Source: an optimization exercise on an open RTL-to-GDS flow (aim: small area, a short achievable clock period and few clock cycles). Production flows keep margins and buffers that such runs may drop.
Where RTL was checked, it was by simulation tests only, not by an equivalence proof against the original.
For run 9, only the layout was checked, not whether the RTL still works.
Power and IR drop assume default switching activity.

$ cat design/flow/design.v
module wisc_cache (
   input         clk,
   input         rst,
   input  [15:0] Addr,
   input  [15:0] DataIn,
   input         Rd,
   input         Wr,
   output [15:0] DataOut,
   output        Done,
   output        Stall,
   output        CacheHit,
   output        err,
   output [51:0] bank_addr,     
   output [63:0] bank_wdata,    
   output [3:0]  bank_we,       
   input  [63:0] bank_rdata     
);
   wire [15:0] M_addr, M_data_in, M_data_out;
   wire M_wr, M_rd, M_stall, M_err;
   wire [3:0] M_busy;
   mem_system #(1) cache0 (
      .DataOut(DataOut), .Done(Done), .Stall(Stall), .CacheHit(CacheHit), .err(err),
      .Addr(Addr), .DataIn(DataIn), .Rd(Rd), .Wr(Wr), .createdump(1'b0),
      .clk(clk), .rst(rst),
      .M_addr(M_addr), .M_data_in(M_data_in), .M_wr(M_wr), .M_rd(M_rd),
      .M_data_out(M_data_out), .M_stall(M_stall), .M_busy(M_busy), .err_mem(M_err));
   wisc_fbm mem (
      .clk(clk), .rst(rst), .addr(M_addr), .data_in(M_data_in), .wr(M_wr), .rd(M_rd),
      .data_out(M_data_out), .stall(M_stall), .busy(M_busy), .err(M_err),
      .bank_addr(bank_addr), .bank_wdata(bank_wdata), .bank_we(bank_we),
      .bank_rdata(bank_rdata));
endmodule
module wisc_fbm (
   input         clk,
   input         rst,
   input  [15:0] addr,
   input  [15:0] data_in,
   input         wr,
   input         rd,
   output [15:0] data_out,
   output        stall,
   output [3:0]  busy,
   output        err,
   output [51:0] bank_addr,
   output [63:0] bank_wdata,
   output [3:0]  bank_we,
   input  [63:0] bank_rdata
);
   wire [3:0] sel;
   assign sel[0] = (addr[2:1] == 2'd0);
   assign sel[1] = (addr[2:1] == 2'd1);
   assign sel[2] = (addr[2:1] == 2'd2);
   assign sel[3] = (addr[2:1] == 2'd3);
   wire [3:0] en = sel & ~busy & {4{wr | rd}};
   assign stall = (wr | rd) & ~rst & (|(sel & busy));
   wire [15:0] d0, d1, d2, d3;
   wire [3:0] berr;
   wisc_bank m0 (.clk(clk), .rst(rst), .data_in(data_in), .addr(addr[15:3]), .wr(wr), .rd(rd), .enable(en[0]),
                 .data_out(d0), .err(berr[0]), .st_addr(bank_addr[12:0]), .st_wdata(bank_wdata[15:0]),
                 .st_we(bank_we[0]), .st_rdata(bank_rdata[15:0]));
   wisc_bank m1 (.clk(clk), .rst(rst), .data_in(data_in), .addr(addr[15:3]), .wr(wr), .rd(rd), .enable(en[1]),
                 .data_out(d1), .err(berr[1]), .st_addr(bank_addr[25:13]), .st_wdata(bank_wdata[31:16]),
                 .st_we(bank_we[1]), .st_rdata(bank_rdata[31:16]));
   wisc_bank m2 (.clk(clk), .rst(rst), .data_in(data_in), .addr(addr[15:3]), .wr(wr), .rd(rd), .enable(en[2]),
                 .data_out(d2), .err(berr[2]), .st_addr(bank_addr[38:26]), .st_wdata(bank_wdata[47:32]),
                 .st_we(bank_we[2]), .st_rdata(bank_rdata[47:32]));
   wisc_bank m3 (.clk(clk), .rst(rst), .data_in(data_in), .addr(addr[15:3]), .wr(wr), .rd(rd), .enable(en[3]),
                 .data_out(d3), .err(berr[3]), .st_addr(bank_addr[51:39]), .st_wdata(bank_wdata[63:48]),
                 .st_we(bank_we[3]), .st_rdata(bank_rdata[63:48]));
   assign data_out = d0 | d1 | d2 | d3;
   assign err = (wr | rd) & ((|berr) | addr[0]);
   reg [3:0] bsy0, bsy1, bsy2;
   always @(posedge clk) begin
      bsy0 <= rst ? 4'd0 : en;
      bsy1 <= rst ? 4'd0 : bsy0;
      bsy2 <= rst ? 4'd0 : bsy1;
   end
   assign busy = bsy0 | bsy1 | bsy2;
endmodule
module wisc_bank (
   input         clk,
   input         rst,
   input  [15:0] data_in,
   input  [12:0] addr,
   input         wr,
   input         rd,
   input         enable,
   output [15:0] data_out,
   output        err,
   output [12:0] st_addr,
   output [15:0] st_wdata,
   output        st_we,
   input  [15:0] st_rdata
);
   wire rd0 = rd & ~wr & enable & ~rst;
   wire wr0 = ~rd & wr & enable & ~rst;
   reg rd1, wr1, rd2, wr2, rd3, wr3;
   reg [12:0] addr_1c;
   reg [15:0] data_in_1c, dout;
   always @(posedge clk) begin
      rd1 <= rst ? 1'b0 : rd0;
      wr1 <= rst ? 1'b0 : wr0;
      rd2 <= rst ? 1'b0 : rd1;
      wr2 <= rst ? 1'b0 : wr1;
      rd3 <= rst ? 1'b0 : rd2;
      wr3 <= rst ? 1'b0 : wr2;
      addr_1c <= rst ? 13'd0 : addr;
      data_in_1c <= rst ? 16'd0 : data_in;
      dout <= rst ? 16'd0 : (rd1 ? st_rdata : 16'd0);
   end
   wire busy = rd1 | rd2 | rd3 | wr1 | wr2 | wr3;
   assign err = ((rd0 | wr0) & busy) | (rd & wr & enable & ~rst);
   assign data_out = dout;
   assign st_addr = addr_1c;
   assign st_wdata = data_in_1c;
   assign st_we = wr1 & ~rst;
endmodule

module mem_system(
   output [15:0] DataOut,
   output        Done,
   output        Stall,
   output        CacheHit,
   output        err,
   input  [15:0] Addr,
   input  [15:0] DataIn,
   input         Rd,
   input         Wr,
   input         createdump,
   input         clk,
   input         rst,
   output [15:0] M_addr,
   output [15:0] M_data_in,
   output        M_wr,
   output        M_rd,
   input  [15:0] M_data_out,
   input         M_stall,
   input  [3:0]  M_busy,
   input         err_mem
   );
   parameter memtype = 0;
   reg [1:0] st;
   wire bank_free = ~M_busy[Addr[2:1]];
   wire can_send = ~(st[1] ^ st[0]);
   assign M_rd = Rd & bank_free & can_send;
   assign M_wr = Wr & bank_free;
   assign M_addr = Addr;
   assign M_data_in = DataIn;
   assign Done = (st == 2'b10) | M_wr;
   assign DataOut = M_data_out;
   assign CacheHit = M_wr & ~st[0];
   assign Stall = Rd | Wr;
   assign err = Addr[0] | (Rd & Wr);
   always @(posedge clk) begin
      if (rst)
         st <= 2'b00;
      else if (st == 2'b01)
         st <= 2'b10;
      else if (st == 2'b10)
         st <= 2'b00;
      else if (M_rd)
         st <= 2'b01;
      else if ((Rd | Wr) & ~Done)
         st <= 2'b11;
      else
         st <= 2'b00;
   end
endmodule
$ cat design/flow/flow/run.sh
#!/bin/bash
# The standard layout with three changes:
#  - the port buffers are buf_1 cells instead of the resizer's default
#    choice (clkdlybuf4s50_1);
#  - timing repair aims for more setup slack than the standard flow;
#  - after the standard synthesis, each mux4 cell is rebuilt from NAND gates
#    (flow/eco.tcl), which is faster from its select inputs.
set -euo pipefail
export BUFFER_PORTS_ARGS="-buffer_cell sky130_fd_sc_hd__buf_1"
export SETUP_SLACK_MARGIN=6.55
bash standard.sh synth > synth.log 2>&1
R=$PWD/orfs/results/$FLOW_PLATFORM/wisc_cache/base
cat > eco_run.tcl <<EOT
read_db $R/1_synth.odb
source $PWD/flow/eco.tcl
write_db $R/1_synth.odb
EOT
openroad -no_init -exit eco_run.tcl > eco.log 2>&1
touch $R/1_synth.sdc
bash standard.sh > standard.log 2>&1
$ cat design/flow/flow/eco.tcl
# Replace each mux4 cell of the synthesized netlist with the same function
# built from NAND gates (two inverters, four nand3, one nand4), which is
# faster from the select inputs.
set db [ord::get_db]
set block [ord::get_db_block]
proc master {name} {
  set m [[ord::get_db] findMaster $name]
  if {$m eq "NULL" || $m eq ""} { error "no master $name" }
  return $m
}
proc pin_net {inst pin} { return [[$inst findITerm $pin] getNet] }
set n 0
foreach inst [$block getInsts] {
  set mname [[$inst getMaster] getName]
  if {![string match sky130_fd_sc_hd__mux4_* $mname]} { continue }
  set name [$inst getName]
  set a0 [pin_net $inst A0]; set a1 [pin_net $inst A1]
  set a2 [pin_net $inst A2]; set a3 [pin_net $inst A3]
  set s0 [pin_net $inst S0]; set s1 [pin_net $inst S1]
  set x  [pin_net $inst X]
  foreach it [$inst getITerms] { $it disconnect }
  odb::dbInst_destroy $inst
  set s0n [odb::dbNet_create $block ${name}_eco_s0n]
  set s1n [odb::dbNet_create $block ${name}_eco_s1n]
  set i0 [odb::dbInst_create $block [master sky130_fd_sc_hd__inv_1] ${name}_eco_i0]
  [$i0 findITerm A] connect $s0; [$i0 findITerm Y] connect $s0n
  set i1 [odb::dbInst_create $block [master sky130_fd_sc_hd__inv_1] ${name}_eco_i1]
  [$i1 findITerm A] connect $s1; [$i1 findITerm Y] connect $s1n
  set ts {}
  foreach {k sa sb d} [list 0 $s1n $s0n $a0 1 $s1n $s0 $a1 2 $s1 $s0n $a2 3 $s1 $s0 $a3] {
    set t [odb::dbNet_create $block ${name}_eco_t$k]
    set g [odb::dbInst_create $block [master sky130_fd_sc_hd__nand3_1] ${name}_eco_g$k]
    [$g findITerm A] connect $sa; [$g findITerm B] connect $sb; [$g findITerm C] connect $d
    [$g findITerm Y] connect $t
    lappend ts $t
  }
  set o [odb::dbInst_create $block [master sky130_fd_sc_hd__nand4_1] ${name}_eco_o]
  foreach p {A B C D} t $ts { [$o findITerm $p] connect $t }
  [$o findITerm Y] connect $x
  incr n
}
puts "ECO replaced $n mux4 cells"
$ cat design/flow/constraint.sdc
create_clock -name core_clock -period 12.0 [get_ports {clk}]
set_input_delay 2.4000 -clock core_clock [delete_from_list [all_inputs] [get_ports {clk}]]
set_output_delay 2.4000 -clock core_clock [all_outputs]
set_load 0.01 [all_outputs]
$ cat design/flow/config.mk
export PLATFORM = sky130hd
export DESIGN_NAME = wisc_cache
export DESIGN_NICKNAME = wisc_cache
export VERILOG_FILES = /design/flow/design.v
export SDC_FILE = /design/flow/constraint.sdc
export NUM_CORES = 4
export LEC_CHECK = 0
export ABC_CLOCK_PERIOD_IN_PS = 1000
export CAP_MARGIN = 20
export CORE_MARGIN = 2
export CORE_UTILIZATION = 40
export CTS_BUF_LIST = sky130_fd_sc_hd__clkbuf_4
export PLACE_DENSITY = 0.6
export SLEW_MARGIN = 20
$ cat design/flow/standard.sh
#!/bin/bash
# synth_recipe.tcl (not shown) runs the flow's synth.tcl, then flattens the netlist and writes it again
# the make line also repeats each setting of config.mk as NAME=value (left out here)
make -C /OpenROAD-flow-scripts/flow DESIGN_CONFIG=/design/flow/config.mk WORK_HOME=/design/flow/orfs CLKGATE_MAP_FILE= SYNTH_SCRIPT=/design/flow/synth_recipe.tcl "${@:-finish}"
==> impl_metrics.env, run 1 <==
export IMPL_slowest_delay_ns=0.14
export IMPL_preCtsSetupSlack_ns=6.19
export IMPL_use_met1=0.170
export IMPL_fin_area_mm2=0.00487
export IMPL_cp_startpoint="Addr[2]"
export IMPL_critPathBufInv=3
export IMPL_vias=2956
export IMPL_fmax_mhz=183
export IMPL_post_route_util=0.493
export IMPL_initial_core_util=0.414
export IMPL_start_kind="primary input"
export IMPL_synthesis_area_mm2=0.00408
export IMPL_met3_usage=0.0692
export IMPL_worst_slack_ns=6.53
export IMPL_io_pins=240
export IMPL_syn_avg_cell_area_um2=10.4
export IMPL_grt_use_total=0.159
export IMPL_post_route_period_util=0.456
export IMPL_grt_pass1_vias=2728
export IMPL_grt_busiest_layer="met2"
export IMPL_reg2regPathDepth=6
export IMPL_total_power_uw=776
export IMPL_hold_ws_ns=0.467
export IMPL_crit_family="simple AND/OR/NAND/NOR gates"
export IMPL_cts_root_buf="clkbuf_4"
export IMPL_power_leakage_nw=1.98
export IMPL_cts_clk_slew_worst_paths_ns=0.12
export IMPL_grt_pass1_wl_um=13400
export IMPL_setup_violations=0
export IMPL_hold_class="register to register"
export IMPL_finClkSkew_ns=0.0166
export IMPL_clock_sinks=115
export IMPL_drt_initial_drc_count=102
export IMPL_io_buffers=239
export IMPL_syn_inst=391
export IMPL_rrSetupSlack_ns=10.41
export IMPL_gp_congestion=0.765
export IMPL_grt_ovfl_total=0
export IMPL_layout_nets=658
export IMPL_tightest_slew_ns=0.456
export IMPL_hold_violations=0
export IMPL_hold_buffers=0
export IMPL_ant_nets=0
export IMPL_area_growth_pct=19.2
export IMPL_cts_buffers=17
export IMPL_drc=0
export IMPL_worstSetupEndpointType="primary output"
export IMPL_die_w_um=105
export IMPL_wl_per_cell_um=12.5
export IMPL_core_mm2=0.00986
export IMPL_dp_cells=668
export IMPL_place_area_mm2=0.00447
export IMPL_reg2reg_from="mem.bsy0[3]"
export IMPL_crit_type="primary input to primary output"
export IMPL_syn_nets=493
export IMPL_reg2reg_to="cache0.st[0]"
export IMPL_rows=36
export IMPL_drive_above_1_share=0.0896
export IMPL_cp_arrival_ns=3.07
export IMPL_ir_worst_vdd_uv=93.1
export IMPL_drt_wl_total_um=8800
export IMPL_grtUsageMet2=0.281
export IMPL_period_needed_ns=5.47
export IMPL_antenna_found_initial=0
export IMPL_first_pass_iters=4
export IMPL_slew_headroom=0.693
export IMPL_cp_endpoint="CacheHit"
export IMPL_crit_fanout=4
export IMPL_maxSlewViolCount=0
export IMPL_maxCapViolCount=0
export IMPL_cp_data_required_time_ns=9.60
export IMPL_grt_start_max_net_pins=51
export IMPL_ys_warn_count=3
export IMPL_die_area_mm2=0.0110
export IMPL_dieHeight_um=105
export IMPL_htreeDepth=4
export IMPL_n_antenna_cell=0
export IMPL_cts_tree="yes"
export IMPL_status="timing/DRC/antenna clean"
export IMPL_via_per_inst=4.21
export IMPL_stdcell_count=702
export IMPL_rsz0062_at_grt="true"
export IMPL_crit_cells=7
export IMPL_setup_tns_ns=0
export IMPL_clk_latency_ns=0.48
export IMPL_path_cells="buf_8 -> inv_4 -> nand3_2 -> nand4_1 -> nand2_2 -> nor2_1 -> buf_2"
export IMPL_cts_buffer_depth=2
export IMPL_cp_slowest_cell="nand4_1"
export IMPL_dp_hpwl_um=6510
export IMPL_p_per_area_mw_per_mm2=160
[cell type report]
class	count	area (um2)
clock inverters	15	195
repair buffers	246	988
flip-flops and latches	115	2300
multi-input cells	169	1060
fillers	956	5000
well taps	133	166
clock buffers	17	128
inverters	7	31.3
[layout by cell type, fill, tap and decap left out, types with 2 or more instances in the layout]
master,count
and2_1,64
buf_1,234
buf_2,2
buf_4,6
buf_8,2
bufinv_16,3
clkbuf_4,17
clkinv_4,2
clkinvlp_4,2
dfxtp_1,115
ha_1,2
inv_1,5
inv_4,2
inv_6,7
nand2_1,3
nand3_1,4
nand3_2,3
nor2_1,18
nor2b_1,45
nor3_1,4
or4_1,16
[metal layers]
layer,part of all wire,wire [um]
met5,0,0
met4,0.0077,68
met3,0.087,764
met2,0.52,4600
met1,0.38,3360
[sequential cells by signal, summed over array words and instances (netlist names)]
register / count
mem.m3.dout: 16
mem.bsy1: 4
mem.m0.rd1: 1
mem.m2.wr1: 1
mem.m1.data_in_1c: 16
mem.m3.wr1: 1
mem.m1.wr1: 1
mem.bsy0: 4
mem.m1.rd1: 1
mem.m2.addr_1c: 13
mem.m2.dout: 16
mem.m0.dout: 16
cache0.st: 2
mem.m2.rd1: 1
mem.bsy2: 4
mem.m0.wr1: 1
mem.m1.dout: 16
mem.m3.rd1: 1
[worst reg2reg max path, cell delays in order, from the launching register on]
cell	delay, ns
dfxtp_1	0.34
nor3_1	0.06
nand3_1	0.09
nand4_1	0.15
buf_4	0.19
a211o_1	0.32
a2111oi_2	0.34
[what timing repair did]
item | in CTS | in global routing
pin swaps | 4 | 3
setup buffers | 2 | 0
resized for setup | 18 | 3
setup endpoints to repair | 6 | 6
[how the worst min path moves through the flow]
| stage | start | endpoint | slack, ns | cells past startpoint |
|---|---|---|---|---|
| floorplan | mem.bsy1[1] | mem.bsy2[1] | 0.44 | 1 |
| global placement | mem.bsy1[1] | mem.bsy2[1] | 0.45 | 1 |
| detailed placement | mem.bsy0[3] | mem.bsy1[3] | 0.46 | 1 |
| CTS | mem.bsy1[3] | mem.bsy2[3] | 0.46 | 1 |
| global route | mem.bsy0[1] | mem.bsy1[1] | 0.47 | 1 |
| finish | mem.bsy1[2] | mem.bsy2[2] | 0.47 | 1 |
[power by group]
| group | switching (mW) | leakage (nW) | internal, mW |
|---|---|---|---|
| logic | 0.0389 | 0.875 | 0.0284 |
| clock network | 0.161 | 0.167 | 0.151 |
| registers | 0.00666 | 0.935 | 0.391 |
Testbench counts, summed over its fixed seeds: cycles 54,679.
==> inputs of run 2 (changes only) <==
--- a/design/flow/flow/run.sh
+++ b/design/flow/flow/run.sh
@@ -8,5 +8,5 @@
 set -euo pipefail
 export BUFFER_PORTS_ARGS="-buffer_cell sky130_fd_sc_hd__buf_1"
-export SETUP_SLACK_MARGIN=6.55
+export SETUP_SLACK_MARGIN=6.3
 bash standard.sh synth > synth.log 2>&1
 R=$PWD/orfs/results/$FLOW_PLATFORM/wisc_cache/base
==> run 2 against run 1 <==
Net effect:
- critical path depth unchanged
- largest power group unchanged
- highest routed layer unchanged
- cell area shrank 2.9%
- worst hold slack better by 0.0018 ns
- via count is 1.8% lower
==> impl_metrics.env, run 2 <==
export IMPL_slowest_delay_ns=0.14
export IMPL_ant_nets=0
export IMPL_syn_inst=391
export IMPL_drc=0
export IMPL_layout_nets=657
export IMPL_reg2reg_from="mem.bsy0[2]"
export IMPL_rrSetupSlack_ns=10.39
export IMPL_ir_worst_vdd_uv=56.8
export IMPL_hold_ws_ns=0.468
export IMPL_dieHeight_um=105
export IMPL_nFillCells=1003
export IMPL_area_growth_pct=15.7
export IMPL_hold_class="register to register"
export IMPL_rows=36
export IMPL_grt_pass1_wl_um=12700
export IMPL_gp_congestion=0.709
export IMPL_start_kind="primary input"
export IMPL_cts_buffer_depth=2
export IMPL_total_power_uw=694
export IMPL_clk_latency_ns=0.50
export IMPL_syn_nets=493
export IMPL_io_pins=240
export IMPL_post_route_period_util=0.464
export IMPL_grt_start_max_net_pins=51
export IMPL_power_leakage_nw=1.91
export IMPL_fmax_mhz=180
export IMPL_hold_buffers=0
export IMPL_htreeDepth=4
export IMPL_grt_ovfl_total=0
export IMPL_reg2regPathDepth=6
export IMPL_cp_startpoint="Addr[2]"
export IMPL_mostFrequentLayoutCell="buf_1"
export IMPL_cts_buffers=17
export IMPL_drt_wl_total_um=8340
export IMPL_io_buffers=239
export IMPL_synthesis_area_mm2=0.00408
export IMPL_cp_data_required_time_ns=9.60
export IMPL_drt_initial_drc_count=72
export IMPL_worstSetupEndpointType="primary output"
export IMPL_dp_hpwl_um=6170
export IMPL_cp_arrival_ns=3.16
export IMPL_via_per_inst=4.14
export IMPL_setup_tns_ns=0
export IMPL_drive_above_1_share=0.0792
export IMPL_cts_root_buf="clkbuf_4"
export IMPL_clock_sinks=115
export IMPL_grt_pass1_vias=2665
export IMPL_post_route_util=0.479
export IMPL_grt_use_total=0.152
export IMPL_maxSlewViolCount=0
export IMPL_crit_type="primary input to primary output"
export IMPL_cts_clk_slew_worst_paths_ns=0.10
export IMPL_status="timing/DRC/antenna clean"
export IMPL_core_mm2=0.00986
export IMPL_fin_area_mm2=0.00473
export IMPL_first_pass_iters=4
export IMPL_crit_top_cell="buf_2"
export IMPL_place_area_mm2=0.00447
export IMPL_die_w_um=105
export IMPL_reg2reg_to="cache0.st[0]"
export IMPL_antenna_found_initial=0
export IMPL_rsz0062_at_grt="false"
export IMPL_period_needed_ns=5.56
export IMPL_setup_violations=0
export IMPL_hold_violations=0
export IMPL_vias=2904
export IMPL_syn_avg_cell_area_um2=10.4
export IMPL_path_cells="buf_2 -> inv_1 -> nand3_1 -> nand4_1 -> nand2_1 -> nor2_1 -> buf_2"
export IMPL_cts_tree="yes"
export IMPL_finClkSkew_ns=0.0162
export IMPL_die_area_mm2=0.0110
export IMPL_cp_endpoint="CacheHit"
export IMPL_layout_common_cells="buf_1 (235), dfxtp_1 (115), and2_1 (64), nor2b_1 (45), nor2_1 (18)"
export IMPL_tightest_slew_ns=0.517
export IMPL_p_per_area_mw_per_mm2=147
export IMPL_cp_slowest_cell="buf_2"
export IMPL_slew_headroom=0.652
export IMPL_wl_per_cell_um=11.9
export IMPL_crit_fanout=7
export IMPL_maxCapViolCount=0
export IMPL_initial_core_util=0.414
export IMPL_ys_warn_count=3
-- run 2: worst min path at each step --
stage	from	cells after the start	slack, ns	endpoint
finish	mem.bsy1[3]	1	0.47	mem.bsy2[3]
global placement	mem.bsy0[3]	1	0.45	mem.bsy1[3]
CTS	mem.bsy0[3]	1	0.47	mem.bsy1[3]
global route	mem.bsy0[2]	1	0.48	mem.bsy1[2]
detailed placement	mem.bsy0[3]	1	0.46	mem.bsy1[3]
floorplan	mem.bsy1[1]	1	0.44	mem.bsy2[1]
-- run 2: what timing repair did --
item	4_1_cts	5_1_grt
setup buffers	1	0
setup endpoints to repair	2	2
hold endpoints to repair	0	0
resized for setup	0	8
pin swaps	1	3
-- run 2: area by class of cell --
type / count / area, um2 / area share
Clock inverter: 15 / 110 / 0.0233
Timing Repair Buffer: 245 / 947 / 0.200
Clock buffer: 17 / 128 / 0.0270
Multi-Input combinational cell: 169 / 1040 / 0.221
Sequential cell: 115 / 2300 / 0.487
Antenna cell: 1 / 2.50 / 0.000530
Tap cell: 133 / 166 / 0.0352
Inverter: 7 / 26.3 / 0.00556
-- run 2: through the flow --
stage / std cells / setup slack, ns
3_5_place_dp: 668 / 6.18
4_1_cts: 701 / 6.34
6_report: 702 / 6.44
3_3_place_gp: 668 / 6.23
2_1_floorplan: 391 / 6.44
5_1_grt: 701 / 6.31
-- run 2: worst max-delay path, delay by kind of cell --
kind          cells  cell delay (ns)
simple gates      4             0.40
buf+inv           3             0.36
-- run 2: routing by layer --
layer,global-route usage,vias up,share of wire
li1,-,1476,-
met1,0.168,1289,0.42
met2,0.254,128,0.49
met3,0.0667,11,0.073
met4,0.0638,0,0.015
met5,0,-,0
-- run 2: power by group --
part	switching (mW)	total, mW	internal (mW)	leakage (nW)
sequential	0.00656	0.397	0.390	0.935
combinational	0.0379	0.0644	0.0265	0.852
clock	0.150	0.233	0.0826	0.121
total	0.195	0.694	0.500	1.91
==> inputs of run 3 (changes only) <==
--- a/design/flow/flow/run.sh
+++ b/design/flow/flow/run.sh
@@ -8,5 +8,5 @@
 set -euo pipefail
 export BUFFER_PORTS_ARGS="-buffer_cell sky130_fd_sc_hd__buf_1"
-export SETUP_SLACK_MARGIN=6.3
+export SETUP_SLACK_MARGIN=6.0
 bash standard.sh synth > synth.log 2>&1
 R=$PWD/orfs/results/$FLOW_PLATFORM/wisc_cache/base
==> run 3 against run 2 <==
Net effect:
- global-route usage fell by 0.053 points
- sequential share of layout area barely moved
- worst hold slack got worse by 0.00081 ns
- clock-buffer cell count did not move
- still clean
- total power barely moved
- first-iteration DRC count fell by 24%
- register-to-register slack got worse by 0.06 ns
- critical path depth did not move
==> impl_metrics.env, run 3 <==
export IMPL_status="timing/DRC/antenna clean"
export IMPL_crit_type="primary input to primary output"
export IMPL_drt_wl_total_um=8340
export IMPL_vias=2904
export IMPL_stdcell_count=703
export IMPL_die_w_um=105
export IMPL_via_per_inst=4.13
export IMPL_multi_input_area_mm2=0.00104
export IMPL_dieHeight_um=105
export IMPL_swShare=0.280
export IMPL_core_mm2=0.00986
export IMPL_clock_sinks=115
export IMPL_drive_above_1_share=0.0721
export IMPL_wl_per_cell_um=11.9
export IMPL_ir_worst_vdd_uv=56.9
export IMPL_cp_data_required_time_ns=9.60
export IMPL_cts_buffer_depth=2
export IMPL_first_pass_iters=4
export IMPL_reg2reg_from="mem.bsy0[1]"
export IMPL_power_leakage_nw=1.90
export IMPL_cts_root_buf="clkbuf_4"
export IMPL_io_buffers=239
export IMPL_grt_pass1_wl_um=12700
export IMPL_cts_clk_slew_worst_paths_ns=0.10
export IMPL_grt_start_max_net_pins=51
export IMPL_syn_inst=391
export IMPL_dp_hpwl_um=6170
export IMPL_seqCellArea_mm2=0.00230
export IMPL_grt_pass1_vias=2666
export IMPL_ctsResizeCount=0
export IMPL_min_from="mem.bsy0[3]"
export IMPL_p_clk_frac=0.335
export IMPL_cp_arrival_ns=3.31
export IMPL_drt_initial_drc_count=55
export IMPL_post_route_period_util=0.476
export IMPL_layout_nets=658
export IMPL_worstSetupEndpointType="primary output"
export IMPL_worst_slack_ns=6.29
export IMPL_setup_violations=0
export IMPL_htreeDepth=4
export IMPL_initial_core_util=0.414
export IMPL_syn_nets=493
export IMPL_start_kind="primary input"
export IMPL_period_needed_ns=5.71
export IMPL_setup_tns_ns=0
export IMPL_fmax_mhz=175
export IMPL_maxCapViolCount=0
export IMPL_grt_use_total=0.151
export IMPL_antenna_found_initial=0
export IMPL_drc=0
export IMPL_cp_startpoint="Addr[1]"
export IMPL_rows=36
export IMPL_area_growth_pct=15.7
export IMPL_pwr_share_comb=0.093
export IMPL_hold_class="register to register"
export IMPL_rsz0062_at_grt="false"
export IMPL_hold_ws_ns=0.468
export IMPL_slew_headroom=0.650
export IMPL_maxSlewViolCount=0
export IMPL_cts_buffers=17
export IMPL_syn_avg_cell_area_um2=10.4
export IMPL_die_area_mm2=0.0110
export IMPL_internal_power_uw=500
export IMPL_cts_tree="yes"
export IMPL_ys_warn_count=3
export IMPL_gp_congestion=0.709
export IMPL_nFillCells=1000
export IMPL_finClkSkew_ns=0.0173
export IMPL_seqPwrFrac=0.572
export IMPL_total_power_uw=694
export IMPL_preCtsSetupSlack_ns=6.18
export IMPL_layout_common_cells="buf_1 (238), dfxtp_1 (115), and2_1 (64), nor2b_1 (45), nor2_1 (18)"
export IMPL_io_pins=240
export IMPL_tightest_slew_ns=0.519
export IMPL_p_per_area_mw_per_mm2=147
export IMPL_crit_fanout=6
export IMPL_hold_violations=0
export IMPL_mostFrequentLayoutCell="buf_1"
export IMPL_clk_latency_ns=0.50
export IMPL_synthesis_area_mm2=0.00408
export IMPL_grt_ovfl_total=0
export IMPL_switchingPower_uw=195
export IMPL_ant_nets=0
export IMPL_dp_cells=668
[run 3: cell type report]
cell class	count	area share
flip-flops and latches	115	0.487
inverters	7	0.00556
clock buffers	17	0.0270
well taps	133	0.0352
diodes	1	0.000530
repair buffers	246	0.201
clock inverters	15	0.0233
multi-input cells	169	0.220
[run 3: power groups by stage]
stage	logic (mW)	registers [mW]	clock network (mW)
final	0.0645	0.397	0.233
after global routing	0.0723	0.399	0.264
after CTS	0.0645	0.397	0.242
after detailed placement	0.0642	0.406	0
after global placement	0.0642	0.406	0
after floorplan	0.0503	0.407	0
[run 3: routing by layer]
metal  GRT usage  vias up  share of wire
met5           0        -              0
met4      0.0638        0          0.016
met3      0.0667       12          0.073
met2       0.254      122           0.50
met1       0.166     1295           0.41
li1            -     1475              -
[run 3: per-stage QoR]
stage / area [um2] / utilization
detailed placement: 4470 / 0.453
global route: 4720 / 0.479
floorplan: 4080 / -
finish: 4720 / 0.479
CTS: 4710 / 0.477
global placement: 4470 / 0.453
[run 3: worst paths after layout]
path                            cells past startpoint  slack [ns]      endpoint
worst min-delay path                                1        0.47   mem.bsy1[3]
worst max register to register                      6       10.33  cache0.st[0]
worst max-delay path                                7        6.29          Done
worst min register to register                      1        0.47   mem.bsy1[3]
[run 3: worst max-delay path, stage by stage]
cell,delay (ns)
buf_1,0.19
inv_1,0.09
nand3_1,0.09
nand4_1,0.20
nand2_1,0.15
nand2b_1,0.07
buf_1,0.12
[run 3: repair_timing]
action                     CTS  global route
setup endpoints to repair    0             2
hold buffers                 0             0
setup buffers                0             2
==> inputs of run 4 (changes only) <==
--- a/design/flow/flow/run.sh
+++ b/design/flow/flow/run.sh
@@ -8,5 +8,5 @@
 set -euo pipefail
 export BUFFER_PORTS_ARGS="-buffer_cell sky130_fd_sc_hd__buf_1"
-export SETUP_SLACK_MARGIN=6.0
+export SETUP_SLACK_MARGIN=6.4
 bash standard.sh synth > synth.log 2>&1
 R=$PWD/orfs/results/$FLOW_PLATFORM/wisc_cache/base
==> run 4 against run 3 <==
Net effect:
- still clean
- clock-buffer cell count stayed put
- flip-flop and latch count unchanged
- clock skew fell by 0.0012 ns
- global-route usage increased by 0.053 points
- cell area increased by 0.42%
- sequential power hardly changed
- wire length about the same
- non-clock buffer count decreased by 1
==> impl_metrics.env, run 4 <==
export IMPL_rows=36
export IMPL_io_pins=240
export IMPL_post_route_util=0.481
export IMPL_dieHeight_um=105
export IMPL_period_needed_ns=5.50
export IMPL_grt_ovfl_total=0
export IMPL_initial_core_util=0.414
export IMPL_cts_tree="yes"
export IMPL_grt_pass1_wl_um=12700
export IMPL_mostFrequentLayoutCell="buf_1"
export IMPL_grt_pass1_vias=2665
export IMPL_worstSetupEndpointType="primary output"
export IMPL_antenna_found_initial=0
export IMPL_worst_slack_ns=6.50
export IMPL_die_area_mm2=0.0110
export IMPL_hold_class="register to register"
export IMPL_grt_start_max_net_pins=51
export IMPL_clk_latency_ns=0.50
export IMPL_p_per_area_mw_per_mm2=146
export IMPL_clock_sinks=115
export IMPL_htreeDepth=4
export IMPL_rrSetupSlack_ns=10.39
export IMPL_ir_worst_vdd_uv=56.8
export IMPL_cp_slowest_cell="nand4_1"
export IMPL_path_cells="buf_6 -> inv_2 -> nand3_1 -> nand4_1 -> nand2_1 -> nor2_1 -> buf_2"
export IMPL_cp_arrival_ns=3.10
export IMPL_first_pass_iters=4
export IMPL_area_growth_pct=16.2
export IMPL_slowest_delay_ns=0.14
export IMPL_io_buffers=239
export IMPL_slew_headroom=0.652
export IMPL_hold_buffers=0
export IMPL_drc=0
export IMPL_cts_clk_slew_worst_paths_ns=0.10
export IMPL_drt_wl_total_um=8350
export IMPL_hold_ws_ns=0.469
export IMPL_maxCapViolCount=0
export IMPL_ant_nets=0
export IMPL_vias=2915
export IMPL_grt_use_total=0.152
export IMPL_crit_type="primary input to primary output"
export IMPL_start_kind="primary input"
export IMPL_maxSlewViolCount=0
export IMPL_setup_tns_ns=0
export IMPL_cts_buffer_depth=2
export IMPL_post_route_period_util=0.458
export IMPL_cts_buffers=17
export IMPL_die_w_um=105
export IMPL_ys_warn_count=3
export IMPL_wl_per_cell_um=11.9
export IMPL_dp_hpwl_um=6170
export IMPL_hold_violations=0
export IMPL_core_mm2=0.00986
export IMPL_rsz0062_at_grt="true"
export IMPL_fmax_mhz=182
export IMPL_synthesis_area_mm2=0.00408
export IMPL_layout_common_cells="buf_1 (235), dfxtp_1 (115), and2_1 (64), nor2b_1 (45), nor2_1 (18)"
export IMPL_cp_data_required_time_ns=9.60
export IMPL_syn_avg_cell_area_um2=10.4
export IMPL_power_leakage_nw=1.91
export IMPL_syn_nets=493
export IMPL_gp_congestion=0.709
export IMPL_syn_inst=391
export IMPL_tightest_slew_ns=0.517
export IMPL_drt_initial_drc_count=58
export IMPL_drive_above_1_share=0.0810
export IMPL_crit_fanout=7
export IMPL_finClkSkew_ns=0.0161
export IMPL_setup_violations=0
export IMPL_status="timing/DRC/antenna clean"
export IMPL_layout_nets=657
export IMPL_via_per_inst=4.15
export IMPL_cts_root_buf="clkbuf_4"
export IMPL_preCtsSetupSlack_ns=6.18
run 4: layer usage:
metal	GRT usage	up-vias	share of wire
met5	0	-	0
met4	0.0638	0	0.016
met3	0.0667	13	0.074
met2	0.254	128	0.49
met1	0.168	1296	0.42
li1	-	1478	-
run 4: metrics by stage:
stage	instances	instance area, um2	power (mW)
final	702	4740	0.695
after global routing	701	4740	0.736
after CTS	701	4720	0.705
after detailed placement	668	4470	0.470
after global placement	668	4470	0.470
after floorplan	391	4080	0.458
run 4: worst paths after layout:
kind,start,endpoint,depth (start not counted)
setup reg to reg,mem.bsy0[2],cache0.st[0],6
hold reg to reg,mem.bsy1[3],mem.bsy2[3],1
hold / removal,mem.bsy1[3],mem.bsy2[3],1
setup / recovery,Addr[2],CacheHit,7
run 4: report_power, final:
part | total [mW] | switching, mW | leakage [nW] | internal, mW
registers | 0.397 | 0.00657 | 0.935 | 0.390
clock network | 0.233 | 0.150 | 0.121 | 0.0826
logic | 0.0651 | 0.0380 | 0.856 | 0.0271
run 4: cell type report:
class	instances	area [um2]
fillers	1005	5120
inverters	7	28.8
clock inverters	15	110
flip-flops and latches	115	2300
clock buffers	17	128
well taps	133	166
diodes	1	2.50
repair buffers	245	963
multi-input cells	169	1040
run 4: what timing repair did:
item / in CTS / in global routing
gates resized for setup: 3 / 10
pin swaps: 1 / 4
buffers inserted: 1 / 0
setup endpoints to repair: 2 / 6
run 4: worst max-delay path, delay by kind of cell:
family,cells,cell delay (ns)
and+or+nand+nor,4,0.40
buffers and inverters,3,0.30
==> inputs of run 5 (changes only) <==
--- a/design/flow/config.mk
+++ b/design/flow/config.mk
@@ -9,6 +9,6 @@
 export CAP_MARGIN = 20
 export CORE_MARGIN = 2
-export CORE_UTILIZATION = 40
+export CORE_UTILIZATION = 80
 export CTS_BUF_LIST = sky130_fd_sc_hd__clkbuf_4
-export PLACE_DENSITY = 0.6
+export PLACE_DENSITY = 0.9
 export SLEW_MARGIN = 20
==> run 5 against run 4 <==
Net effect:
- the run now fails in 5_1_grt
- synthesized area unchanged
- synthesized cell count unchanged
==> impl_metrics.env, run 5 <==
export IMPL_dp_hpwl_um=6510
export IMPL_stop_error="[ERROR DPL-0033] detailed placement checks failed during check placement."
export IMPL_syn_avg_cell_area_um2=10.4
export IMPL_syn_inst=391
export IMPL_synthesis_area_mm2=0.00408
export IMPL_dp_cells=600
export IMPL_syn_nets=493
export IMPL_io_buffers=239
export IMPL_dieHeight_um=75.5
export IMPL_grt_start_max_net_pins=51
export IMPL_cts_buffer_depth=2
export IMPL_gp_congestion=0.806
export IMPL_worst_ep_kind="output port"
export IMPL_rows=26
export IMPL_io_pins=240
export IMPL_grt_worst_endpoint="bank_we[3]"
export IMPL_cts_buffers=17
export IMPL_htreeDepth=4
export IMPL_ys_warn_count=3
export IMPL_hold_buffers=0
export IMPL_antenna_found_initial=0
export IMPL_status="stopped before the end"
export IMPL_initial_core_util=0.815
export IMPL_die_w_um=75.5
export IMPL_haltStage="5_1_grt"
export IMPL_cts_root_buf="clkbuf_4"
export IMPL_clock_sinks=115
-- run 5: per-stage QoR --
step | power, mW | hold WS (ns) | setup WS [ns] | utilization | cell area [um2]
after CTS | 0.745 | 0.462 | 6.41 | 0.928 | 4650
after detailed placement | 0.469 | 0.460 | 6.17 | 0.869 | 4350
after floorplan | 0.458 | 0.439 | 6.44 | - | 4080
after global placement | 0.468 | 0.446 | 6.24 | 0.869 | 4350
-- run 5: timing repair --
item / 4_1_cts
endpoints found under the setup margin: 6
resized for setup: 4
pin swaps: 1
buffers inserted: 1
-- run 5: worst max-delay path by stage --
stage | endpoint | depth (start not counted) | start
CTS | CacheHit | 7 | Addr[1]
global placement | bank_we[2] | 3 | rst
detailed placement | bank_we[3] | 3 | rst
floorplan | bank_we[0] | 4 | rst
-- run 5: power groups by stage --
stage                     Combinational (mW)  Clock (mW)  Sequential, mW
after CTS                             0.0667       0.281           0.397
after detailed placement              0.0635           0           0.406
after floorplan                       0.0503           0           0.407
after global placement                0.0624           0           0.405
==> inputs of run 6 (changes only) <==
--- a/design/flow/config.mk
+++ b/design/flow/config.mk
@@ -9,6 +9,6 @@
 export CAP_MARGIN = 20
 export CORE_MARGIN = 2
-export CORE_UTILIZATION = 80
+export CORE_UTILIZATION = 65
 export CTS_BUF_LIST = sky130_fd_sc_hd__clkbuf_4
-export PLACE_DENSITY = 0.9
+export PLACE_DENSITY = 0.75
 export SLEW_MARGIN = 20
==> run 6 against run 5 <==
Net effect:
- the run now finishes clean
- synthesized area unchanged
- synthesized cell count unchanged
==> impl_metrics.env, run 6 <==
export IMPL_slew_headroom=0.323
export IMPL_switchingPower_uw=174
export IMPL_synthesis_area_mm2=0.00408
export IMPL_drc=0
export IMPL_gp_congestion=0.743
export IMPL_internal_power_uw=560
export IMPL_grt_start_max_net_pins=51
export IMPL_dieHeight_um=83.3
export IMPL_period_needed_ns=5.55
export IMPL_total_power_uw=734
export IMPL_reg2reg_to="cache0.st[0]"
export IMPL_rows=28
export IMPL_p_clk_frac=0.370
export IMPL_hold_class="register to register"
export IMPL_layout_common_cells="buf_1 (234), dfxtp_1 (115), and2_1 (64), nor2b_1 (43), clkbuf_4 (18)"
export IMPL_cp_startpoint="Addr[1]"
export IMPL_mostFrequentLayoutCell="buf_1"
export IMPL_reg2regPathDepth=6
export IMPL_ant_nets=0
export IMPL_io_buffers=239
export IMPL_core_mm2=0.00599
export IMPL_dp_hpwl_um=5770
export IMPL_post_route_period_util=0.462
export IMPL_syn_avg_cell_area_um2=10.4
export IMPL_n_antenna_cell=0
export IMPL_seqPwrFrac=0.540
export IMPL_cp_arrival_ns=3.15
export IMPL_cts_buffer_depth=2
export IMPL_cts_clk_slew_worst_paths_ns=0.09
export IMPL_vias=2907
export IMPL_power_leakage_nw=1.92
export IMPL_ir_worst_vdd_uv=90.2
export IMPL_antenna_found_initial=0
export IMPL_syn_nets=493
export IMPL_p_per_area_mw_per_mm2=156
export IMPL_tightest_slew_ns=1.01
export IMPL_drt_wl_total_um=7760
export IMPL_initial_core_util=0.682
export IMPL_cts_buffers=17
export IMPL_first_pass_iters=4
export IMPL_syn_inst=391
export IMPL_drive_above_1_share=0.0764
export IMPL_area_growth_pct=14.9
export IMPL_hold_ws_ns=0.463
export IMPL_stdcell_count=638
export IMPL_grt_ovfl_total=0
export IMPL_layout_nets=652
export IMPL_grt_pass1_wl_um=11900
export IMPL_start_kind="primary input"
export IMPL_via_per_inst=4.56
export IMPL_hold_buffers=0
export IMPL_finClkSkew_ns=0.0142
export IMPL_clock_sinks=115
export IMPL_wl_per_cell_um=12.2
export IMPL_hold_violations=0
export IMPL_reg2reg_from="mem.bsy1[2]"
export IMPL_rrSetupSlack_ns=10.38
export IMPL_pwr_share_comb=0.090
export IMPL_dp_cells=605
export IMPL_worstSetupEndpointType="primary output"
export IMPL_maxSlewViolCount=0
export IMPL_grt_use_total=0.219
export IMPL_crit_fanout=6
export IMPL_cp_endpoint="CacheHit"
export IMPL_crit_type="primary input to primary output"
export IMPL_die_area_mm2=0.00693
export IMPL_htreeDepth=4
export IMPL_maxCapViolCount=0
export IMPL_cts_root_buf="clkbuf_4"
export IMPL_die_w_um=83.3
export IMPL_cp_data_required_time_ns=9.60
export IMPL_grt_pass1_vias=2553
export IMPL_clk_latency_ns=0.47
export IMPL_swShare=0.237
export IMPL_io_pins=240
export IMPL_setup_violations=0
export IMPL_ys_warn_count=3
export IMPL_setup_tns_ns=0
export IMPL_drt_initial_drc_count=105
export IMPL_fmax_mhz=180
export IMPL_status="timing/DRC/antenna clean"
export IMPL_rsz0062_at_grt="true"
export IMPL_cts_tree="yes"
[run 6: power groups by stage]
stage | registers, mW | clock network, mW | logic, mW
6_report | 0.396 | 0.271 | 0.0660
5_1_grt | 0.398 | 0.296 | 0.0729
4_1_cts | 0.396 | 0.278 | 0.0647
3_5_place_dp | 0.405 | 0 | 0.0634
3_3_place_gp | 0.405 | 0 | 0.0628
2_1_floorplan | 0.407 | 0 | 0.0503
[run 6: what timing repair did]
item	4_1_cts	5_1_grt
setup buffers	1	0
setup endpoints to repair	6	4
pin swaps	1	3
resized for setup	4	15
[run 6: worst min-delay path by stage]
stage / start / endpoint / slack (ns) / cells after the start
final: mem.bsy1[0] / mem.bsy2[0] / 0.46 / 1
after CTS: mem.bsy1[1] / mem.bsy2[1] / 0.47 / 1
after global routing: mem.bsy1[3] / mem.bsy2[3] / 0.48 / 1
after floorplan: mem.bsy1[1] / mem.bsy2[1] / 0.44 / 1
after detailed placement: mem.bsy1[1] / mem.bsy2[1] / 0.46 / 1
after global placement: mem.bsy1[1] / mem.bsy2[1] / 0.45 / 1
[run 6: per-layer routing]
metal,track usage,part of all wire,vias up,wire length [um]
met5,0,0,-,0
met4,0.0954,0.014,0,109
met3,0.0795,0.082,10,636
met2,0.368,0.51,132,3960
met1,0.250,0.39,1294,3060
li1,-,-,1471,-
[run 6: area by class of cell]
class | instances | area, um2
Multi-Input combinational cell | 169 | 1060
Inverter | 7 | 28.8
Fill cell | 443 | 1300
Timing Repair Buffer | 240 | 926
Clock inverter | 14 | 144
Clock buffer | 18 | 135
Tap cell | 75 | 93.8
Sequential cell | 115 | 2300
[run 6: worst max-delay path, cell delays in order]
cell and delay [ns]:
buf_6 0.11, inv_2 0.06, nand3_2 0.07, nand4_1 0.17
nand2_2 0.09, nor2_2 0.11, buf_2 0.13
[run 6: through the flow]
stage	area, um2	utilization	worst slack, ns
final	4690	0.783	6.45
after global routing	4690	0.783	6.39
after CTS	4650	0.777	6.42
after detailed placement	4360	0.728	6.18
after global placement	4360	0.728	6.23
after floorplan	4080	-	6.44
==> inputs of run 7 (changes only) <==
--- a/design/flow/flow/run.sh
+++ b/design/flow/flow/run.sh
@@ -4,4 +4,5 @@
 #    choice (clkdlybuf4s50_1);
 #  - timing repair aims for more setup slack than the standard flow;
+#  - clock tree synthesis adds no dummy loads;
 #  - after the standard synthesis, each mux4 cell is rebuilt from NAND gates
 #    (flow/eco.tcl), which is faster from its select inputs.
@@ -9,4 +10,5 @@
 export BUFFER_PORTS_ARGS="-buffer_cell sky130_fd_sc_hd__buf_1"
 export SETUP_SLACK_MARGIN=6.4
+export CTS_ARGS="-sink_clustering_enable -repair_clock_nets -buf_list sky130_fd_sc_hd__clkbuf_4 -dont_use_dummy_load"
 bash standard.sh synth > synth.log 2>&1
 R=$PWD/orfs/results/$FLOW_PLATFORM/wisc_cache/base
--- a/design/flow/config.mk
+++ b/design/flow/config.mk
@@ -9,6 +9,6 @@
 export CAP_MARGIN = 20
 export CORE_MARGIN = 2
-export CORE_UTILIZATION = 65
+export CORE_UTILIZATION = 40
 export CTS_BUF_LIST = sky130_fd_sc_hd__clkbuf_4
-export PLACE_DENSITY = 0.75
+export PLACE_DENSITY = 0.6
 export SLEW_MARGIN = 20
==> run 7 against run 6 <==
Net effect:
- final cell count rose by 7.5%
- highest routed layer unchanged
- total power fell by 13%
- wire length rose by 6.6%
- clock-buffer cell count fell by 1
- register-to-register slack barely moved
- worst hold slack got worse by 0.014 ns
- maximum frequency rose by 1.0%
- clock power fell by 36%
- critical path depth did not move
- sequential share of layout area rose by 0.65 points
- global-route usage fell by 7.0 points
==> impl_metrics.env, run 7 <==
export IMPL_status="timing/DRC/antenna clean"
export IMPL_rsz0062_at_grt="true"
export IMPL_reg2reg_from="mem.bsy0[1]"
export IMPL_setup_violations=0
export IMPL_nFillCells=1006
export IMPL_maxCapViolCount=0
export IMPL_grt_pass1_vias=2629
export IMPL_syn_inst=391
export IMPL_clock_sinks=115
export IMPL_layout_nets=657
export IMPL_multi_input_area_mm2=0.00104
export IMPL_tightest_slew_ns=0.542
export IMPL_reg2regPathDepth=6
export IMPL_cp_slowest_cell="nand4_1"
export IMPL_grt_pass1_wl_um=12600
export IMPL_setup_tns_ns=0
export IMPL_first_pass_iters=6
export IMPL_core_mm2=0.00986
export IMPL_syn_nets=493
export IMPL_die_area_mm2=0.0110
export IMPL_clk_latency_ns=0.47
export IMPL_drt_wl_total_um=8270
export IMPL_grt_use_total=0.149
export IMPL_grt_ovfl_total=0
export IMPL_rrSetupSlack_ns=10.39
export IMPL_post_route_period_util=0.458
export IMPL_period_needed_ns=5.49
export IMPL_n_antenna_cell=0
export IMPL_path_cells="buf_6 -> inv_2 -> nand3_1 -> nand4_1 -> nand2_1 -> nor2_1 -> buf_2"
export IMPL_via_per_inst=4.22
export IMPL_fin_area_mm2=0.00463
export IMPL_min_from="mem.bsy0[3]"
export IMPL_cts_clk_slew_worst_paths_ns=0.07
export IMPL_ir_worst_vdd_uv=68.9
export IMPL_cts_buffers=17
export IMPL_p_per_area_mw_per_mm2=137
export IMPL_hold_class="register to register"
export IMPL_crit_type="primary input to primary output"
export IMPL_cts_tree="yes"
export IMPL_rows=36
export IMPL_hold_buffers=0
export IMPL_drive_above_1_share=0.0561
export IMPL_initial_core_util=0.414
export IMPL_dp_hpwl_um=6170
export IMPL_die_w_um=105
export IMPL_mostFrequentLayoutCell="buf_1"
export IMPL_hold_ws_ns=0.449
export IMPL_fmax_mhz=182
export IMPL_grt_start_max_net_pins=51
export IMPL_post_route_util=0.470
export IMPL_hold_violations=0
export IMPL_antenna_found_initial=0
export IMPL_syn_avg_cell_area_um2=10.4
export IMPL_stdcell_count=686
export IMPL_power_leakage_nw=1.87
export IMPL_drc=0
export IMPL_cp_arrival_ns=3.09
export IMPL_place_area_mm2=0.00447
export IMPL_cts_buffer_depth=2
export IMPL_ant_nets=0
export IMPL_area_growth_pct=13.4
export IMPL_io_buffers=239
export IMPL_crit_fanout=7
export IMPL_drt_initial_drc_count=55
export IMPL_htreeDepth=4
export IMPL_maxSlewViolCount=0
export IMPL_dieHeight_um=105
export IMPL_worstSetupEndpointType="primary output"
export IMPL_cts_root_buf="clkbuf_4"
export IMPL_finClkSkew_ns=0.0421
export IMPL_io_pins=240
export IMPL_hold_depth=1
export IMPL_slew_headroom=0.635
export IMPL_slowest_delay_ns=0.14
export IMPL_gp_congestion=0.709
export IMPL_vias=2898
export IMPL_ys_warn_count=3
export IMPL_holdPathEnd="mem.bsy1[3]"
export IMPL_cp_data_required_time_ns=9.60
export IMPL_reg2reg_to="cache0.st[0]"
export IMPL_dp_cells=668
export IMPL_start_kind="primary input"
export IMPL_layout_common_cells="buf_1 (235), dfxtp_1 (115), and2_1 (64), nor2b_1 (45), nor2_1 (18)"
export IMPL_wl_per_cell_um=12.1
export IMPL_seqCellArea_mm2=0.00230
export IMPL_synthesis_area_mm2=0.00408
-- run 7: cell types whose count changed in the layout (fill, tap and decap cells not counted), sizes merged --
cell,delta
clkbuf,-1
clkinv,-9
bufinv,-3
clkinvlp,-2
buf,+5
-- run 7: repair_timing --
action | CTS | global route
setup endpoints to repair | 2 | 6
pin swaps | 1 | 4
resized for setup | 3 | 10
buffers inserted | 1 | 0
cloned | 0 | 0
-- run 7: how the worst max path moves through the flow --
stage / from / end / slack, ns
2_1_floorplan: rst / bank_we[0] / 6.44
3_3_place_gp: Addr[1] / Done / 6.23
3_5_place_dp: Addr[2] / Done / 6.18
4_1_cts: Addr[1] / CacheHit / 6.41
5_1_grt: Addr[1] / CacheHit / 6.38
6_report: Addr[2] / CacheHit / 6.51
-- run 7: metal layers --
metal,track usage,vias up,part of all wire
li1,-,1458,-
met1,0.166,1302,0.42
met2,0.253,127,0.50
met3,0.0630,11,0.072
met4,0.0552,0,0.013
met5,0,-,0
-- run 7: critical path: cells and delay by family --
kind                   cells  cell delay (ns)
buffers and inverters      3             0.30
and+or+nand+nor            4             0.40
-- run 7: power breakdown --
group          leakage (nW)  total [mW]  switching, mW  internal [mW]
logic                 0.856      0.0652         0.0381         0.0271
registers             0.935       0.397        0.00653          0.390
clock network        0.0782       0.173          0.108         0.0648
-- run 7: metrics by stage --
step	worst slack, ns	power (mW)
2_1_floorplan	6.44	0.458
3_3_place_gp	6.23	0.470
3_5_place_dp	6.18	0.470
4_1_cts	6.41	0.645
5_1_grt	6.38	0.674
6_report	6.51	0.635
-- run 7: final cells by class --
class | instances | share of cell area
Clock buffer | 17 | 0.0276
Inverter | 7 | 0.00621
Multi-Input combinational cell | 169 | 0.225
Sequential cell | 115 | 0.497
Tap cell | 133 | 0.0359
Timing Repair Buffer | 245 | 0.208
==> inputs of run 8 (changes only) <==
--- a/design/flow/flow/run.sh
+++ b/design/flow/flow/run.sh
@@ -1,4 +1,4 @@
 #!/bin/bash
-# The standard layout with three changes:
+# The standard layout with four changes:
 #  - the port buffers are buf_1 cells instead of the resizer's default
 #    choice (clkdlybuf4s50_1);
==> run 8 against run 7 <==
Net effect:
- clock power is essentially flat
- flip-flop and latch count stayed put
- largest cell class unchanged
- sequential share of layout area did not move
- die area is the same
- still clean
- critical path type unchanged
- highest routed layer unchanged
- core utilization did not move
- maximum frequency unchanged
- worst hold slack unchanged
- clock skew unchanged
==> impl_metrics.env, run 8 <==
export IMPL_syn_nets=493
export IMPL_io_pins=240
export IMPL_first_pass_iters=6
export IMPL_seqPwrFrac=0.625
export IMPL_hold_ws_ns=0.449
export IMPL_grt_pass1_wl_um=12600
export IMPL_worstSetupEndpointType="primary output"
export IMPL_maxSlewViolCount=0
export IMPL_multi_input_area_mm2=0.00104
export IMPL_swShare=0.240
export IMPL_fmax_mhz=182
export IMPL_drt_wl_total_um=8270
export IMPL_core_mm2=0.00986
export IMPL_area_growth_pct=13.4
export IMPL_initial_core_util=0.414
export IMPL_dp_cells=668
export IMPL_die_w_um=105
export IMPL_dp_hpwl_um=6170
export IMPL_total_power_uw=635
export IMPL_worst_slack_ns=6.51
export IMPL_period_needed_ns=5.49
export IMPL_post_route_period_util=0.458
export IMPL_pwr_share_comb=0.103
export IMPL_grtUsageMet2=0.253
export IMPL_power_leakage_nw=1.87
export IMPL_layout_nets=657
export IMPL_cts_clk_slew_worst_paths_ns=0.07
export IMPL_syn_avg_cell_area_um2=10.4
export IMPL_crit_fanout=7
export IMPL_status="timing/DRC/antenna clean"
export IMPL_setup_tns_ns=0
export IMPL_ant_nets=0
export IMPL_ys_warn_count=3
export IMPL_htreeDepth=4
export IMPL_cts_root_buf="clkbuf_4"
export IMPL_layout_common_cells="buf_1 (235), dfxtp_1 (115), and2_1 (64), nor2b_1 (45), nor2_1 (18)"
export IMPL_finClkSkew_ns=0.0421
export IMPL_hold_class="register to register"
export IMPL_crit_type="primary input to primary output"
export IMPL_clk_latency_ns=0.47
export IMPL_rsz0062_at_grt="true"
export IMPL_drc=0
export IMPL_internal_power_uw=482
export IMPL_syn_inst=391
export IMPL_die_area_mm2=0.0110
export IMPL_cp_data_required_time_ns=9.60
export IMPL_preCtsSetupSlack_ns=6.18
export IMPL_grt_use_total=0.149
export IMPL_met3_usage=0.0630
export IMPL_hold_buffers=0
export IMPL_slew_headroom=0.635
export IMPL_use_met1=0.166
export IMPL_cp_arrival_ns=3.09
export IMPL_start_kind="primary input"
export IMPL_seqCellArea_mm2=0.00230
export IMPL_p_per_area_mw_per_mm2=137
export IMPL_ir_worst_vdd_uv=68.9
export IMPL_vias=2898
export IMPL_nFillCells=1006
export IMPL_cts_buffers=17
export IMPL_cts_buffer_depth=2
export IMPL_grt_start_max_net_pins=51
export IMPL_tightest_slew_ns=0.542
export IMPL_cts_tree="yes"
export IMPL_switchingPower_uw=153
export IMPL_n_antenna_cell=0
export IMPL_wl_per_cell_um=12.1
export IMPL_gp_congestion=0.709
export IMPL_io_buffers=239
export IMPL_maxCapViolCount=0
export IMPL_via_per_inst=4.22
export IMPL_rows=36
export IMPL_grt_pass1_vias=2629
export IMPL_stdcell_count=686
export IMPL_grt_busiest_layer="met2"
export IMPL_synthesis_area_mm2=0.00408
export IMPL_drive_above_1_share=0.0561
export IMPL_dieHeight_um=105
export IMPL_grt_ovfl_total=0
export IMPL_setup_violations=0
export IMPL_antenna_found_initial=0
export IMPL_mostFrequentLayoutCell="buf_1"
export IMPL_drt_initial_drc_count=55
export IMPL_hold_violations=0
export IMPL_p_clk_frac=0.272
export IMPL_clock_sinks=115
## run 8: metal layers
metal / part of all wire / vias to the layer above
met5: 0 / -
met4: 0.013 / 0
met3: 0.072 / 11
met2: 0.50 / 127
met1: 0.42 / 1302
li1: - / 1458
## run 8: worst paths after layout
path | startpoint | end | slack [ns] | depth (start not counted)
worst max-delay path | Addr[2] | CacheHit | 6.51 | 7
worst min-delay path | mem.bsy0[3] | mem.bsy1[3] | 0.45 | 1
worst max register to register | mem.bsy0[1] | cache0.st[0] | 10.39 | 6
worst min register to register | mem.bsy0[3] | mem.bsy1[3] | 0.45 | 1
## run 8: critical path, cell delays in order
cell     delay [ns]
buf_6          0.11
inv_2          0.05
nand3_1        0.06
nand4_1        0.14
nand2_1        0.08
nor2_1         0.12
buf_2          0.14
## run 8: what timing repair did
| action | in CTS | in global routing |
|---|---|---|
| buffers inserted | 1 | 0 |
| pin swaps | 1 | 4 |
| gates resized for setup | 3 | 10 |
| endpoints found under the setup margin | 2 | 6 |
## run 8: layout make-up
cell class	instances	area share
Clock buffer	17	0.0276
Timing Repair Buffer	245	0.208
Inverter	7	0.00621
Tap cell	133	0.0359
Multi-Input combinational cell	169	0.225
Sequential cell	115	0.497
## run 8: metrics by stage
stage,util,instance area (um2)
2_1_floorplan,-,4080
3_3_place_gp,0.453,4470
3_5_place_dp,0.453,4470
4_1_cts,0.467,4610
5_1_grt,0.470,4630
6_report,0.470,4630
## run 8: power groups by stage
stage	Sequential, mW	Combinational, mW	Clock (mW)
2_1_floorplan	0.407	0.0503	0
3_3_place_gp	0.406	0.0642	0
3_5_place_dp	0.406	0.0642	0
4_1_cts	0.397	0.0655	0.182
5_1_grt	0.399	0.0729	0.202
6_report	0.397	0.0652	0.173
==> inputs of run 9 (changes only) <==
--- a/design/flow/design.v
+++ b/design/flow/design.v
@@ -142,10 +142,9 @@
    reg [1:0] st;
    wire bank_free = ~M_busy[Addr[2:1]];
-   wire can_send = ~(st[1] ^ st[0]);
-   assign M_rd = Rd & bank_free & can_send;
+   assign M_rd = Rd & bank_free & ~st[1];
    assign M_wr = Wr & bank_free;
    assign M_addr = Addr;
    assign M_data_in = DataIn;
-   assign Done = (st == 2'b10) | M_wr;
+   assign Done = (st[1] & st[0]) | M_wr;
    assign DataOut = M_data_out;
    assign CacheHit = M_wr & ~st[0];
@@ -155,12 +154,12 @@
       if (rst)
          st <= 2'b00;
-      else if (st == 2'b01)
-         st <= 2'b10;
       else if (st == 2'b10)
+         st <= 2'b11;
+      else if (st == 2'b11)
          st <= 2'b00;
       else if (M_rd)
+         st <= 2'b10;
+      else if ((Rd | Wr) & ~M_wr)
          st <= 2'b01;
-      else if ((Rd | Wr) & ~Done)
-         st <= 2'b11;
       else
          st <= 2'b00;
==> run 9 against run 8 <==
Net effect:
- total power decreased by 0.17%
- flip-flop and latch count is the same
- maximum frequency shrank 6.3%
- sequential share of layout area down 0.56 points
- clock power is essentially flat
- worst hold slack gained 0.022 ns
- highest routed layer unchanged
- sequential power hardly changed
- global-route usage grew 0.92 points
- critical path type unchanged
- register-to-register slack worse by 0.18 ns
- synthesized cell count down 2.3%
- clock skew decreased by 0.0050 ns
- synthesized area rose by 0.12%
- largest cell class unchanged
==> impl_metrics.env, run 9 <==
export IMPL_p_clk_frac=0.275
export IMPL_htreeDepth=4
export IMPL_io_pins=240
export IMPL_ys_top_cells_by_count="dfxtp_1 (115), buf_4 (91), and2_1 (64), nor2b_1 (47), or4_1 (17)"
export IMPL_synthArstFlopShare=0
export IMPL_mostFrequentLayoutCell="buf_1"
export IMPL_via_per_inst=4.26
export IMPL_ys_warn_count=3
export IMPL_synthTopCellsByArea="dfxtp_1 (56%), buf_4 (17%), and2_1 (9.8%)"
export IMPL_reg2reg_from="mem.bsy2[0]"
export IMPL_wl_per_cell_um=12.9
export IMPL_finClkSkew_ns=0.0370
export IMPL_cts_root_buf="clkbuf_4"
export IMPL_tightest_slew_ns=0.464
export IMPL_syn_avg_cell_area_um2=10.7
export IMPL_dp_cells=658
export IMPL_grt_pass1_vias=2733
export IMPL_cts_clk_slew_worst_paths_ns=0.09
export IMPL_initial_core_util=0.415
export IMPL_clock_sinks=115
export IMPL_power_leakage_nw=1.87
export IMPL_die_w_um=105
export IMPL_stdcell_count=681
export IMPL_synthesis_area_mm2=0.00409
export IMPL_yosysMostFrequentCell="dfxtp_1"
export IMPL_switchingPower_uw=151
export IMPL_ir_worst_vdd_uv=66.7
export IMPL_clk_latency_ns=0.46
export IMPL_hold_violations=0
export IMPL_crit_fanout=4
export IMPL_setup_tns_ns=0
export IMPL_n_antenna_cell=0
export IMPL_dp_hpwl_um=6540
export IMPL_internal_power_uw=482
export IMPL_first_pass_iters=4
export IMPL_dieHeight_um=105
export IMPL_setup_violations=0
export IMPL_rrSetupSlack_ns=10.21
export IMPL_place_area_mm2=0.00448
export IMPL_vias=2900
export IMPL_area_growth_pct=14.6
export IMPL_nFillCells=965
export IMPL_worstSetupEndpointType="primary output"
export IMPL_drive_above_1_share=0.0766
export IMPL_rsz0062_at_grt="true"
export IMPL_hold_class="register to register"
export IMPL_swShare=0.239
export IMPL_layout_common_cells="buf_1 (234), dfxtp_1 (115), and2_1 (64), nor2b_1 (47)"
export IMPL_slew_headroom=0.691
export IMPL_drc=0
export IMPL_rows=36
export IMPL_synth_area_leader_cell="dfxtp_1"
export IMPL_layout_nets=650
export IMPL_synth_edff_count=0
export IMPL_drt_initial_drc_count=67
export IMPL_gp_congestion=0.785
export IMPL_cts_tree="yes"
export IMPL_start_kind="primary input"
export IMPL_cts_buffers=17
export IMPL_maxSlewViolCount=0
export IMPL_grt_use_total=0.158
export IMPL_cp_arrival_ns=3.46
export IMPL_cts_buffer_depth=2
export IMPL_drt_wl_total_um=8790
export IMPL_syn_nets=482
export IMPL_period_needed_ns=5.86
export IMPL_post_route_period_util=0.489
export IMPL_crit_type="primary input to primary output"
export IMPL_synth_main_ff_cell="dfxtp_1"
export IMPL_min_from="mem.bsy0[3]"
export IMPL_fin_area_mm2=0.00468
export IMPL_status="timing/DRC/antenna clean"
export IMPL_reg2regPathDepth=6
export IMPL_p_per_area_mw_per_mm2=135
export IMPL_grt_pass1_wl_um=13300
export IMPL_fmax_mhz=171
export IMPL_maxCapViolCount=0
export IMPL_cp_data_required_time_ns=9.60
export IMPL_seqPwrFrac=0.627
export IMPL_reg2reg_to="mem.m2.wr1"
export IMPL_total_power_uw=634
export IMPL_yosysSeqAreaShare=0.563
export IMPL_hold_depth=1
export IMPL_syn_inst=382
export IMPL_synth_top_area_share=0.563
export IMPL_synth_cell_type_count=24
export IMPL_ys_ff_latch=115
export IMPL_grt_start_max_net_pins=55
export IMPL_core_mm2=0.00986
export IMPL_pwr_share_comb=0.098
export IMPL_antenna_found_initial=0
export IMPL_grt_ovfl_total=0
export IMPL_ant_nets=0
export IMPL_io_buffers=239
export IMPL_holdPathEnd="mem.bsy1[3]"
export IMPL_die_area_mm2=0.0110
run 9: area by class of cell:
class,instances,area (um2),share of cell area
clock buffers,17,128,0.0272
repair buffers,250,1000,0.213
multi-input cells,166,1090,0.232
flip-flops and latches,115,2300,0.491
well taps,133,166,0.0355
run 9: power by group through the flow:
stage	clock [mW]	combinational (mW)	sequential [mW]
6_report	0.174	0.0623	0.397
3_3_place_gp	0	0.0596	0.406
3_5_place_dp	0	0.0596	0.406
5_1_grt	0.201	0.0682	0.399
4_1_cts	0.185	0.0617	0.397
2_1_floorplan	0	0.0475	0.407
run 9: what timing repair did:
item                       in CTS  in global routing
hold buffers                    0                  0
pin swaps                       3                  2
setup buffers                   3                  3
gates resized for setup         6                  2
setup endpoints to repair       5                  2
run 9: critical path, cell delays in order:
cell and delay, ns:
buf_8 0.10, or4_4 0.43, a21oi_4 0.21, o31ai_4 0.09
nor2_2 0.10, buf_2 0.13
run 9: kinds of logic (layout without fill, tap and decap cells):
group / after synthesis / count (layout) / synth area share
AO/OA/AOI/OAI: 5 / 5 / 0.0141
buffers and inverters: 101 / 267 / 0.177
AND/OR/NAND/NOR: 161 / 161 / 0.246
flip-flops: 115 / 115 / 0.563
run 9: worst max path at each step:
stage,endpoint,from,cells past startpoint
6_report,CacheHit,Addr[2],6
5_1_grt,CacheHit,Addr[2],6
4_1_cts,CacheHit,Addr[2],6
3_5_place_dp,CacheHit,Addr[2],6
3_3_place_gp,CacheHit,Addr[2],6
2_1_floorplan,CacheHit,Addr[2],4
run 9: routing by layer:
metal | global-route usage | wire length, um | up-vias
li1 | - | - | 1446
met1 | 0.168 | 3350 | 1309
met2 | 0.288 | 4730 | 138
met3 | 0.0586 | 629 | 7
met4 | 0.0524 | 82 | 0
met5 | 0 | 0 | -
run 9: stage by stage:
stage	hold WS, ns	worst slack, ns	utilization
after floorplan	0.439	6.28	-
after global placement	0.445	5.97	0.455
after detailed placement	0.458	5.94	0.455
after CTS	0.474	6.15	0.472
after global routing	0.483	6.10	0.475
final	0.471	6.14	0.475

==> afterwards: timing with drivers on the ports <==
In the flow no input, the clock included, has a driving cell. The finished layouts below were timed again as built, in two steps. Step 1 sets driving cells, clkbuf_16 on the clock port and buf_2 on the other inputs (assumed; they add their load-dependent delay and slew). Step 2 times the ports against the registers' clock, not the clock port: input delays grow and output delays shrink by t, the midpoint of the rising clock arrivals with the driver on. a / b / c = no drivers / after step 1 / after step 2; a / b = the first two.
run | t, ns | slack for setup (ns) | latest minus earliest clock arrival (ns)
run 1 | 0.504 | 6.532 / 6.492 / 6.492 | 0.018 / 0.019
run 2 | 0.518 | 6.436 / 6.407 / 6.407 | 0.017 / 0.016
run 3 | 0.519 | 6.287 / 6.257 / 6.257 | 0.018 / 0.018
run 4 | 0.517 | 6.502 / 6.463 / 6.463 | 0.016 / 0.016
run 6 | 0.493 | 6.451 / 6.409 / 6.409 | 0.015 / 0.015
run 7 | 0.480 | 6.506 / 6.468 / 6.468 | 0.043 / 0.043
run 8 | 0.480 | 6.506 / 6.468 / 6.468 | 0.043 / 0.043
run 9 | 0.482 | 6.136 / 6.094 / 6.094 | 0.057 / 0.058
After both steps setup and hold are still met in every run listed.
